Context: an optimization exercise on an open-source flow, tuned for small area and a short achievable clock period. The choices shown serve that exercise and are no tape-out recipe. Only simulation tests tie the RTL to the original design; equivalence was not proved. The flow treats the clock pin as an ideal source, which a real chip does not have. No activity file was given, so power comes from the tool's default toggle rates.

==> 11-22: inputs <==
Design Converter, start of the top module:
module Converter #(parameter INPUT_WIDTH = 16,
                   parameter OUTPUT_WIDTH = 64)(
    input[INPUT_WIDTH-1:0] data,
    input sop,
    input eop,
    input rst,
    input clk,
    output[OUTPUT_WIDTH-1:0] number,
    output valid,
    output error
    );
    localparam W = 64;
    localparam LO = 4;
    reg sop_d;       
    reg eop_d;       
    reg vld;         
    reg [3:0] base;
    reg t1_1, t1_2, t1_3;        
    reg t2_0, t2_1, t2_n;        
    reg first;                   
    reg [3:0] dign;      
    reg dig_ok;
    reg [W-1:0] acc;
    reg err;
    wire hi_ok = (data[INPUT_WIDTH-1:4] == 3);
    wire ch_ok = hi_ok && (data[3:0] < base);
    always @(posedge clk or posedge rst)
        if (rst) begin
            sop_d <= 1'b0;
            eop_d <= 1'b0;
            vld <= 1'b0;
        end else begin
            sop_d <= sop;
            eop_d <= eop;
            vld <= eop_d;
        end
    always @(posedge clk) begin
        if (sop)
            base <= data[3:0];
        t1_1 <= !sop_d && (base == 2 || base == 3);
        t1_2 <= !sop_d && (base == 4 || base == 5 || base == 6);
        t1_3 <= !sop_d && (base == 7 || base == 8 || base == 9 || base == 10);
        t2_0 <= !sop_d && (base == 3 || base == 5 || base == 9);
        t2_1 <= !sop_d && (base == 6 || base == 10);
        t2_n <= !sop_d && (base == 7);
        first <= sop_d;
        dign <= ~(data[3:0] + (!sop_d && base == 7));
        dig_ok <= ch_ok;
    end
    wire n0;
    Converter_a222oi u0 (.a1(t1_1), .a2(acc[3]), .b1(t1_2), .b2(acc[2]), .c1(t1_3), .c2(acc[1]), .y(n0));
    wire n1;
    Converter_inv u1 (.a(acc[4]), .y(n1));
    wire n2;
    Converter_a222oi u2 (.a1(t2_0), .a2(acc[4]), .b1(t2_n), .b2(n1), .c1(t2_1), .c2(acc[3]), .y(n2));
    wire n3;
    Converter_nor2 u3 (.a(n0), .b(n2), .y(n3));
    wire n4;
    Converter_nand2 u4 (.a(n0), .b(n2), .y(n4));
    wire n5;
    Converter_nor2b u5 (.a(n3), .bn(n4), .y(n5));
    wire n6;
    Converter_a222oi u6 (.a1(t1_1), .a2(acc[4]), .b1(t1_2), .b2(acc[3]), .c1(t1_3), .c2(acc[2]), .y(n6));
    wire n7;
  ...
export LEC_CHECK = 0
export CAP_MARGIN = 20
export CORE_MARGIN = 2
export CORE_UTILIZATION = 40
export CTS_BUF_LIST = sky130_fd_sc_hd__clkbuf_4 sky130_fd_sc_hd__clkbuf_8
export SETUP_SLACK_MARGIN = 5
export SLEW_MARGIN = 20
export SYNTH_HIERARCHICAL = 1
create_clock -name core_clock -period 8.5 [get_ports {clk}]
standard.sh (not shown) runs the stock make flow with config.mk's settings and CLKGATE_MAP_FILE= SYNTH_SCRIPT=/design/flow/synth_recipe.tcl, a recipe that flattens the netlist after the stock synthesis.
==> flow/flow/run.sh <==
#!/bin/bash
# Own layout flow. Differences from the standard layout:
#  1. synthesis reads design_gates.v, a copy of design.v in which each one-gate
#     cell module (Converter_<gate>) instantiates the matching sky130 cell
#     (flow/gatemap.py), so the adder keeps the gate structure the RTL spells
#     out; the rest goes through the standard flow's synthesis script (synth_recipe.tcl)
#     unchanged, so the registers and their names are the standard ones;
#  2. the port buffers are buf_1 cells;
#  3. timing repair aims at a setup slack of 5.3 ns (a 3.2 ns period), more
#     than config.mk's settings allow;
#  4. after clock tree synthesis, flow/skew.tcl gives the six multiplier-select
#     registers their own clock buffer off the clock port, one buffer level
#     earlier than the other registers (skew on register-to-register paths
#     only: these registers neither read inputs nor drive outputs).
# Each tool's output goes to a log file in this folder.
set -euo pipefail
W=$(pwd)
R=$W/orfs/results/$FLOW_PLATFORM/Converter/base

python3 flow/gatemap.py design.v design_gates.v > gatemap.log 2>&1

# the flow settings from config.mk, passed on make's command line as standard.sh does
args=()
while read -r kw k eq v; do
  [[ "$kw" == export && "$eq" == "=" ]] || continue
  case "$k" in
    PLATFORM|DESIGN_NAME|DESIGN_NICKNAME|VERILOG_FILES|SDC_FILE|NUM_CORES|LEC_CHECK) ;;
    *) args+=("$k=$v") ;;
  esac
done < config.mk

make -C "$FLOW_HOME" DESIGN_CONFIG="$W/config.mk" WORK_HOME="$W/orfs" CLKGATE_MAP_FILE= \
  SYNTH_SCRIPT="$W/synth_recipe.tcl" "${args[@]}" VERILOG_FILES="$W/design_gates.v" \
  synth > synth.log 2>&1

make -C "$FLOW_HOME" DESIGN_CONFIG="$W/config.mk" WORK_HOME="$W/orfs" CLKGATE_MAP_FILE= \
  SYNTH_SCRIPT="$W/synth_recipe.tcl" "${args[@]}" VERILOG_FILES="$W/design_gates.v" \
  "BUFFER_PORTS_ARGS=-buffer_cell sky130_fd_sc_hd__buf_1" SETUP_SLACK_MARGIN=5.3 \
  POST_CTS_TCL="$W/flow/skew.tcl" finish > layout.log 2>&1

: # left out here: write the final layout as DEF
==> flow/flow/skew.tcl <==
# After clock tree synthesis: clock the six multiplier-select registers
# (t1_1 .. t2_n) from their own clock buffer, driven by the clock port, so
# that their clock arrives one buffer level earlier than the other
# registers'.  These registers are loaded only from other registers and
# drive only the accumulator datapath, so this skew acts only on paths
# between registers.
set block [ord::get_db_block]
set db [ord::get_db]
set clk_net [[$block findBTerm clk] getNet]
set master [$db findMaster sky130_fd_sc_hd__clkbuf_4]
set buf [odb::dbInst_create $block $master selck_buf]
set net [odb::dbNet_create $block selck_net]
$net setSigType CLOCK
[$buf findITerm A] connect $clk_net
[$buf findITerm X] connect $net
set xs 0
set ys 0
set n 0
foreach name {t1_1 t1_2 t1_3 t2_0 t2_1 t2_n} {
  set inst [$block findInst "${name}\$_DFF_P_"]
  set it [$inst findITerm CLK]
  $it disconnect
  $it connect $net
  lassign [$inst getLocation] x y
  incr xs $x
  incr ys $y
  incr n
}
$buf setLocation [expr {$xs / $n}] [expr {$ys / $n}]
$buf setPlacementStatus PLACED
global_connect
detailed_placement
check_placement -verbose
puts "skew.tcl: select registers moved to selck_net"
Other scripts of this flow, unchanged in this note and not shown: flow/flow/gatemap.py
==> 02-13: changes against 11-22 <==
--- a/flow/flow/run.sh
+++ b/flow/flow/run.sh
@@ -8,9 +8,5 @@
 #  2. the port buffers are buf_1 cells;
 #  3. timing repair aims at a setup slack of 5.3 ns (a 3.2 ns period), more
-#     than config.mk's settings allow;
-#  4. after clock tree synthesis, flow/skew.tcl gives the six multiplier-select
-#     registers their own clock buffer off the clock port, one buffer level
-#     earlier than the other registers (skew on register-to-register paths
-#     only: these registers neither read inputs nor drive outputs).
+#     than config.mk's settings allow.
 # Each tool's output goes to a log file in this folder.
 set -euo pipefail
@@ -36,6 +32,5 @@
 make -C "$FLOW_HOME" DESIGN_CONFIG="$W/config.mk" WORK_HOME="$W/orfs" CLKGATE_MAP_FILE= \
   SYNTH_SCRIPT="$W/synth_recipe.tcl" "${args[@]}" VERILOG_FILES="$W/design_gates.v" \
-  "BUFFER_PORTS_ARGS=-buffer_cell sky130_fd_sc_hd__buf_1" SETUP_SLACK_MARGIN=5.3 \
-  POST_CTS_TCL="$W/flow/skew.tcl" finish > layout.log 2>&1
+  "BUFFER_PORTS_ARGS=-buffer_cell sky130_fd_sc_hd__buf_1" SETUP_SLACK_MARGIN=5.3 finish > layout.log 2>&1
 
 : # left out here: write the final layout as DEF
removed: flow/flow/skew.tcl
==> results.txt <==
Gate power share between 20% and 30%; Tot GR Track Use 21.1%; clock period minus worst slack roughly 3 ns; DR vias 6954; Critical R2R Launch acc[5]; most frequent cells in the layout nand2_1 (135), a222oi_1 (124), inv_1 (104), nor2_1 (94), a21oi_1 (86); Worst Reg-to-Reg Cells 16; status no timing/DRC/antenna violations; sequential cell area ~0.0018 mm^2; sequential cell area share between 20% and 30%; P_clk 0.000304 W; CP Depth 16; Worst Skew 0.251 ns
Source of the figures above: 11-22

==> results.txt <==
status no timing/DRC/antenna violations; Critical R2R Launch t2_0; most frequent cells in the layout nand2_1 (135), a222oi_1 (124), inv_1 (103), nor2_1 (94), buf_1 (85); sequential cell area about 0.0018 mm^2; Tot GR Track Use 21.0%; sequential cell area share 22.8%; Gate power share between 20 and 30%; clock period minus worst slack around 3.0 ns; Worst Skew 0.0120 ns; P_clk 0.000299 W; Worst Reg-to-Reg Cells 13
Source of the figures above: 02-13

## afterwards: timing with drivers on the ports
The flow's constraints put no driver on any port. The routed layouts listed below were extracted and timed again, unchanged, in two steps. Step 1 assumes that a clkbuf_16 drives the clock port and a buf_2 every other input. Step 2 times the ports against the registers' clock, not the clock port: input delays grow and output delays shrink by t, the midpoint of the rising clock arrivals with the driver on. Slacks: no drivers / after step 1 / after step 2; pairs: no drivers / after step 1.
| run | shift t [ns] | setup WS [ns] | clock arrival spread, ns |
|---|---|---|---|
| 11-22 | 0.306 | 5.540 / 5.540 / 5.540 | 0.251 / 0.251 |
| 02-13 | 0.419 | 5.489 / 5.489 / 5.489 | 0.013 / 0.012 |
After both steps every run listed still meets setup and hold.
